Background: an optimization exercise with open tools, aiming at small area. Do not read the settings as production practice. Only simulation tests tie the RTL to the original design; equivalence was not proved. Power and IR drop assume default switching activity.

Setup of lane 1:
Design pwm_top, start of the top module:
module pwm_top #(
    parameter integer WIDTH = 16
)(
    input  wire              clk_psc_i,      
    input  wire              rst_n_i,        
    input  wire [7:0]        addr_i,
    input  wire [15:0]       wdata_i,
    output wire [15:0]       rdata_o,
    input  wire              wr_en_i,
    input  wire              rd_en_i,
    output wire              pwm_ch1_a_o, pwm_ch1_b_o,
    output wire              pwm_ch2_a_o, pwm_ch2_b_o,
    output wire              pwm_ch3_a_o, pwm_ch3_b_o,
    output wire              pwm_ch4_a_o, pwm_ch4_b_o,
    output wire              pwm_ch5_a_o, pwm_ch5_b_o,
    output wire              pwm_ch6_a_o, pwm_ch6_b_o,
    output wire              pwm_ch7_a_o, pwm_ch7_b_o,
    output wire              pwm_ch8_a_o, pwm_ch8_b_o
);
export LEC_CHECK = 0
export CAP_MARGIN = 20
export CORE_MARGIN = 2
export CORE_UTILIZATION = 45
export CTS_BUF_LIST = sky130_fd_sc_hd__clkbuf_16
export CTS_CLUSTER_DIAMETER = 80
export CTS_CLUSTER_SIZE = 24
export SLEW_MARGIN = 20
create_clock -name core_clock -period 10.0 [get_ports {clk_psc_i}]
run.sh (not shown) runs the stock make flow with config.mk's settings and CLKGATE_MAP_FILE= SYNTH_SCRIPT=/design/flow/synth_recipe.tcl, a recipe that flattens the netlist after the stock synthesis.
Lane 1 ended with every stage complete and zero timing, DRC or antenna violations.
Inputs modified between lane 1 and lane 2:
Settings: clearing CTS_CLUSTER_SIZE, which used to be 24; clearing CTS_CLUSTER_DIAMETER, which used to be 80; clearing CTS_BUF_LIST, which used to be sky130_fd_sc_hd__clkbuf_16.
Notes after the runs:
- Every stage of the flow completed for lane 2, and the final layout passed the timing, design-rule and antenna checks.
- Compared with lane 1, lane 2 shows a higher internal power of the cells.
- Delta (lane 2 minus lane 1): smallest hold slack decreased 0.013 ns, combinational power share has decreased, leakage power rose by 1.1 nW, clock network power consumption higher.
- Changes observed in lane 2 relative to lane 1: portion of the post-synthesis area used by sequential elements ~0 delta; worst setup skew after layout moved down; peak supply drop decreased by 0.017 mV relative to the old numbers; number of levels in the clock H-tree now larger.
- Measured against each other, lane 1 and lane 2 differ in global routing usage on met2, the higher figure coming from lane 2.


Another version of the RTL of pwm_top (not shown whole).
Size: roughly 5200 cells after synthesis, roughly 1300 flip-flops, roughly 60 I/O pins, roughly 0.055 mm2 of cells after synthesis.
Settings: LEC_CHECK=0, CAP_MARGIN=20, CORE_MARGIN=2, CORE_UTILIZATION=45, CTS_BUF_LIST=sky130_fd_sc_hd__clkbuf_16, CTS_CLUSTER_DIAMETER=80, CTS_CLUSTER_SIZE=24, SLEW_MARGIN=20; clock period 10.0 ns.
standard.sh (not shown) runs the stock make flow with config.mk's settings and CLKGATE_MAP_FILE= SYNTH_SCRIPT=/design/flow/synth_recipe.tcl, a recipe that flattens the netlist after the stock synthesis.
==> flow/flow/run.sh <==
#!/bin/bash
# Own layout flow: the standard flow (standard.sh) with two changes:
#  1. synthesis maps the logic with an area-oriented ABC script (flow/abc_area.script)
#     instead of ORFS's; everything before ABC (including the flip-flop mapping) and
#     after it is ORFS's synthesis as synth_recipe.tcl runs it.
#  2. CTS runs without dummy loads.
# Each tool's full output goes to a log file in this folder (run_*.log) and ORFS's logs.
set -euo pipefail
cd "$(dirname "$0")/.."
WORK=$PWD
mkdir -p "$WORK/myflow"

# synth.tcl with the ABC script swapped for ours
sed 's#^source $::env(SCRIPTS_DIR)/synth_preamble.tcl#source $::env(SCRIPTS_DIR)/synth_preamble.tcl\nset abc_args [lreplace $abc_args 1 1 '"$WORK"'/flow/abc_area.script]#' \
  "$FLOW_HOME/scripts/synth.tcl" > "$WORK/myflow/synth.tcl"
grep -q "flow/abc_area.script" "$WORK/myflow/synth.tcl"
sed 's#source $::env(SCRIPTS_DIR)/synth.tcl#source '"$WORK"'/myflow/synth.tcl#' \
  "$WORK/synth_recipe.tcl" > "$WORK/myflow/synth_recipe.tcl"
grep -q "myflow/synth.tcl" "$WORK/myflow/synth_recipe.tcl"

# standard.sh with our synthesis script and CTS arguments
CTS_ARGS="-sink_clustering_enable -repair_clock_nets -dont_use_dummy_load -sink_clustering_size 24 -sink_clustering_max_diameter 80 -buf_list sky130_fd_sc_hd__clkbuf_16"
sed -e "s#SYNTH_SCRIPT=[^ ]*synth_recipe.tcl#SYNTH_SCRIPT=$WORK/myflow/synth_recipe.tcl 'CTS_ARGS=$CTS_ARGS'#" \
  "$WORK/standard.sh" > "$WORK/myflow/standard.sh"
grep -q "myflow/synth_recipe.tcl" "$WORK/myflow/standard.sh"

bash "$WORK/myflow/standard.sh" > "$WORK/run_standard.log" 2>&1
==> flow/flow/abc_area.script <==
strash
dch -f
amap
strash
dch -f
amap
Change:
==> flow/flow/abc_area.script (replaced) <==
strash
dch -f
amap
strash
dch -f
amap
strash
dch -f
amap
topo
stime -c
buffer -c
upsize -c
dnsize -c
CORE_UTILIZATION = 70   (was 45)
=> Register-to-register slack gets worse by 190 ps. Design area decreases by 3.2%. Die area is lower by 35%. Global-route usage climbs by 17 points. Count of clock-buffer cells in the layout is lower by 10.


Another version of the RTL of pwm_top (not shown whole).
For scale: about 4900 cells after synthesis, ~60 I/O pins, ~54000 sq um of cells after synthesis.
clock: 10.0 ns
lec_check: 0
cap_margin: 20
core_margin: 2
core_utilization: 62
cts_buf_list: sky130_fd_sc_hd__clkbuf_16
cts_cluster_diameter: 80
cts_cluster_size: 24
slew_margin: 20
==> flow/flow/run.sh <==
#!/bin/bash
# Own layout flow: the standard flow (standard.sh) with these changes:
#  1. synthesis maps the logic with an area-oriented ABC script (flow/abc_area.script)
#     instead of ORFS's; everything before ABC (including the flip-flop mapping) and
#     after it is ORFS's synthesis as synth_recipe.tcl runs it;
#  2. CTS runs without dummy loads;
#  3. the port buffers are buf_1 cells.
# Each tool's full output goes to a log file in this folder (run_*.log) and ORFS's logs.
set -euo pipefail
cd "$(dirname "$0")/.."
WORK=$PWD
mkdir -p "$WORK/myflow"

# synth.tcl with the ABC script swapped for ours
sed 's#^source $::env(SCRIPTS_DIR)/synth_preamble.tcl#source $::env(SCRIPTS_DIR)/synth_preamble.tcl\nset abc_args [lreplace $abc_args 1 1 '"$WORK"'/flow/abc_area.script]#' \
  "$FLOW_HOME/scripts/synth.tcl" > "$WORK/myflow/synth.tcl"
grep -q "flow/abc_area.script" "$WORK/myflow/synth.tcl"
sed 's#source $::env(SCRIPTS_DIR)/synth.tcl#source '"$WORK"'/myflow/synth.tcl#' \
  "$WORK/synth_recipe.tcl" > "$WORK/myflow/synth_recipe.tcl"
grep -q "myflow/synth.tcl" "$WORK/myflow/synth_recipe.tcl"

# standard.sh with our synthesis script, CTS arguments and port buffer cell
CTS_ARGS="-sink_clustering_enable -repair_clock_nets -dont_use_dummy_load -sink_clustering_size 24 -sink_clustering_max_diameter 80 -buf_list sky130_fd_sc_hd__clkbuf_16"
BPA="-buffer_cell sky130_fd_sc_hd__buf_1"
sed -e "s#SYNTH_SCRIPT=[^ ]*synth_recipe.tcl#SYNTH_SCRIPT=$WORK/myflow/synth_recipe.tcl 'CTS_ARGS=$CTS_ARGS' 'BUFFER_PORTS_ARGS=$BPA'#" \
  "$WORK/standard.sh" > "$WORK/myflow/standard.sh"
grep -q "myflow/synth_recipe.tcl" "$WORK/myflow/standard.sh"

bash "$WORK/myflow/standard.sh" > "$WORK/run_standard.log" 2>&1
==> flow/flow/abc_area.script <==
strash
dch -f
amap
strash
dch -f
amap
strash
dch -f
amap
topo
stime -c
buffer -c
upsize -c
dnsize -c
The baseline ran to the end with no violations.
Next try:
Settings changed: CORE_UTILIZATION 62 to 70.
Power decreases by about 1.3%; synthesized cell count does not change; routed wire length came out lower by 2.3%; die area drops by about 11%; count of clock-buffer cells in the layout falls by 5.

-- static timing again, ports no longer ideal --
How much do the figures lean on ideal ports? The routed layouts below were timed once more, with nothing changed but the port constraints.
Step 1, drivers: a clkbuf_16 drives clk_psc_i and a buf_2 each remaining input, both assumed.
Step 2 times the ports against the registers' clock, not the clock port: input delays grow and output delays shrink by t, the midpoint of the rising clock arrivals with the driver on.
Three values: ideal ports, drivers, drivers and shift; two values: the first two.
| run | t (ns) | slack for setup (ns) | hold WS [ns] | worst setup path after step 2 | clock arrival spread, ns |
|---|---|---|---|---|---|
| lane 1 | 0.801 | 1.618 / 1.542 / 1.542 | 0.476 / 0.476 / 0.476 | input to output | 0.051 / 0.051 |
| lane 2 | 0.875 | 1.609 / 1.530 / 1.530 | 0.462 / 0.462 / 0.462 | input to output | 0.044 / 0.043 |
| the first run of note 2 | 0.754 | 1.136 / 1.053 / 1.053 | 0.420 / 0.420 / 0.420 | input to output | 0.063 / 0.063 |
| the second run of note 2 | 0.744 | 1.183 / 1.160 / 1.160 | 0.457 / 0.457 / 0.457 | input to output | 0.031 / 0.031 |
| the first run of note 3 | 0.703 | 2.061 / 2.039 / 2.039 | 0.431 / 0.431 / 0.431 | input to output | 0.073 / 0.072 |
| the second run of note 3 | 0.745 | 2.039 / 1.988 / 1.988 | 0.438 / 0.438 / 0.438 | input to output | 0.062 / 0.062 |
After both steps every run listed still meets setup and hold. For the first run of note 2, which loses most, drivers alone change the setup slack by -0.083 ns; drivers and shift together by -0.083 ns.
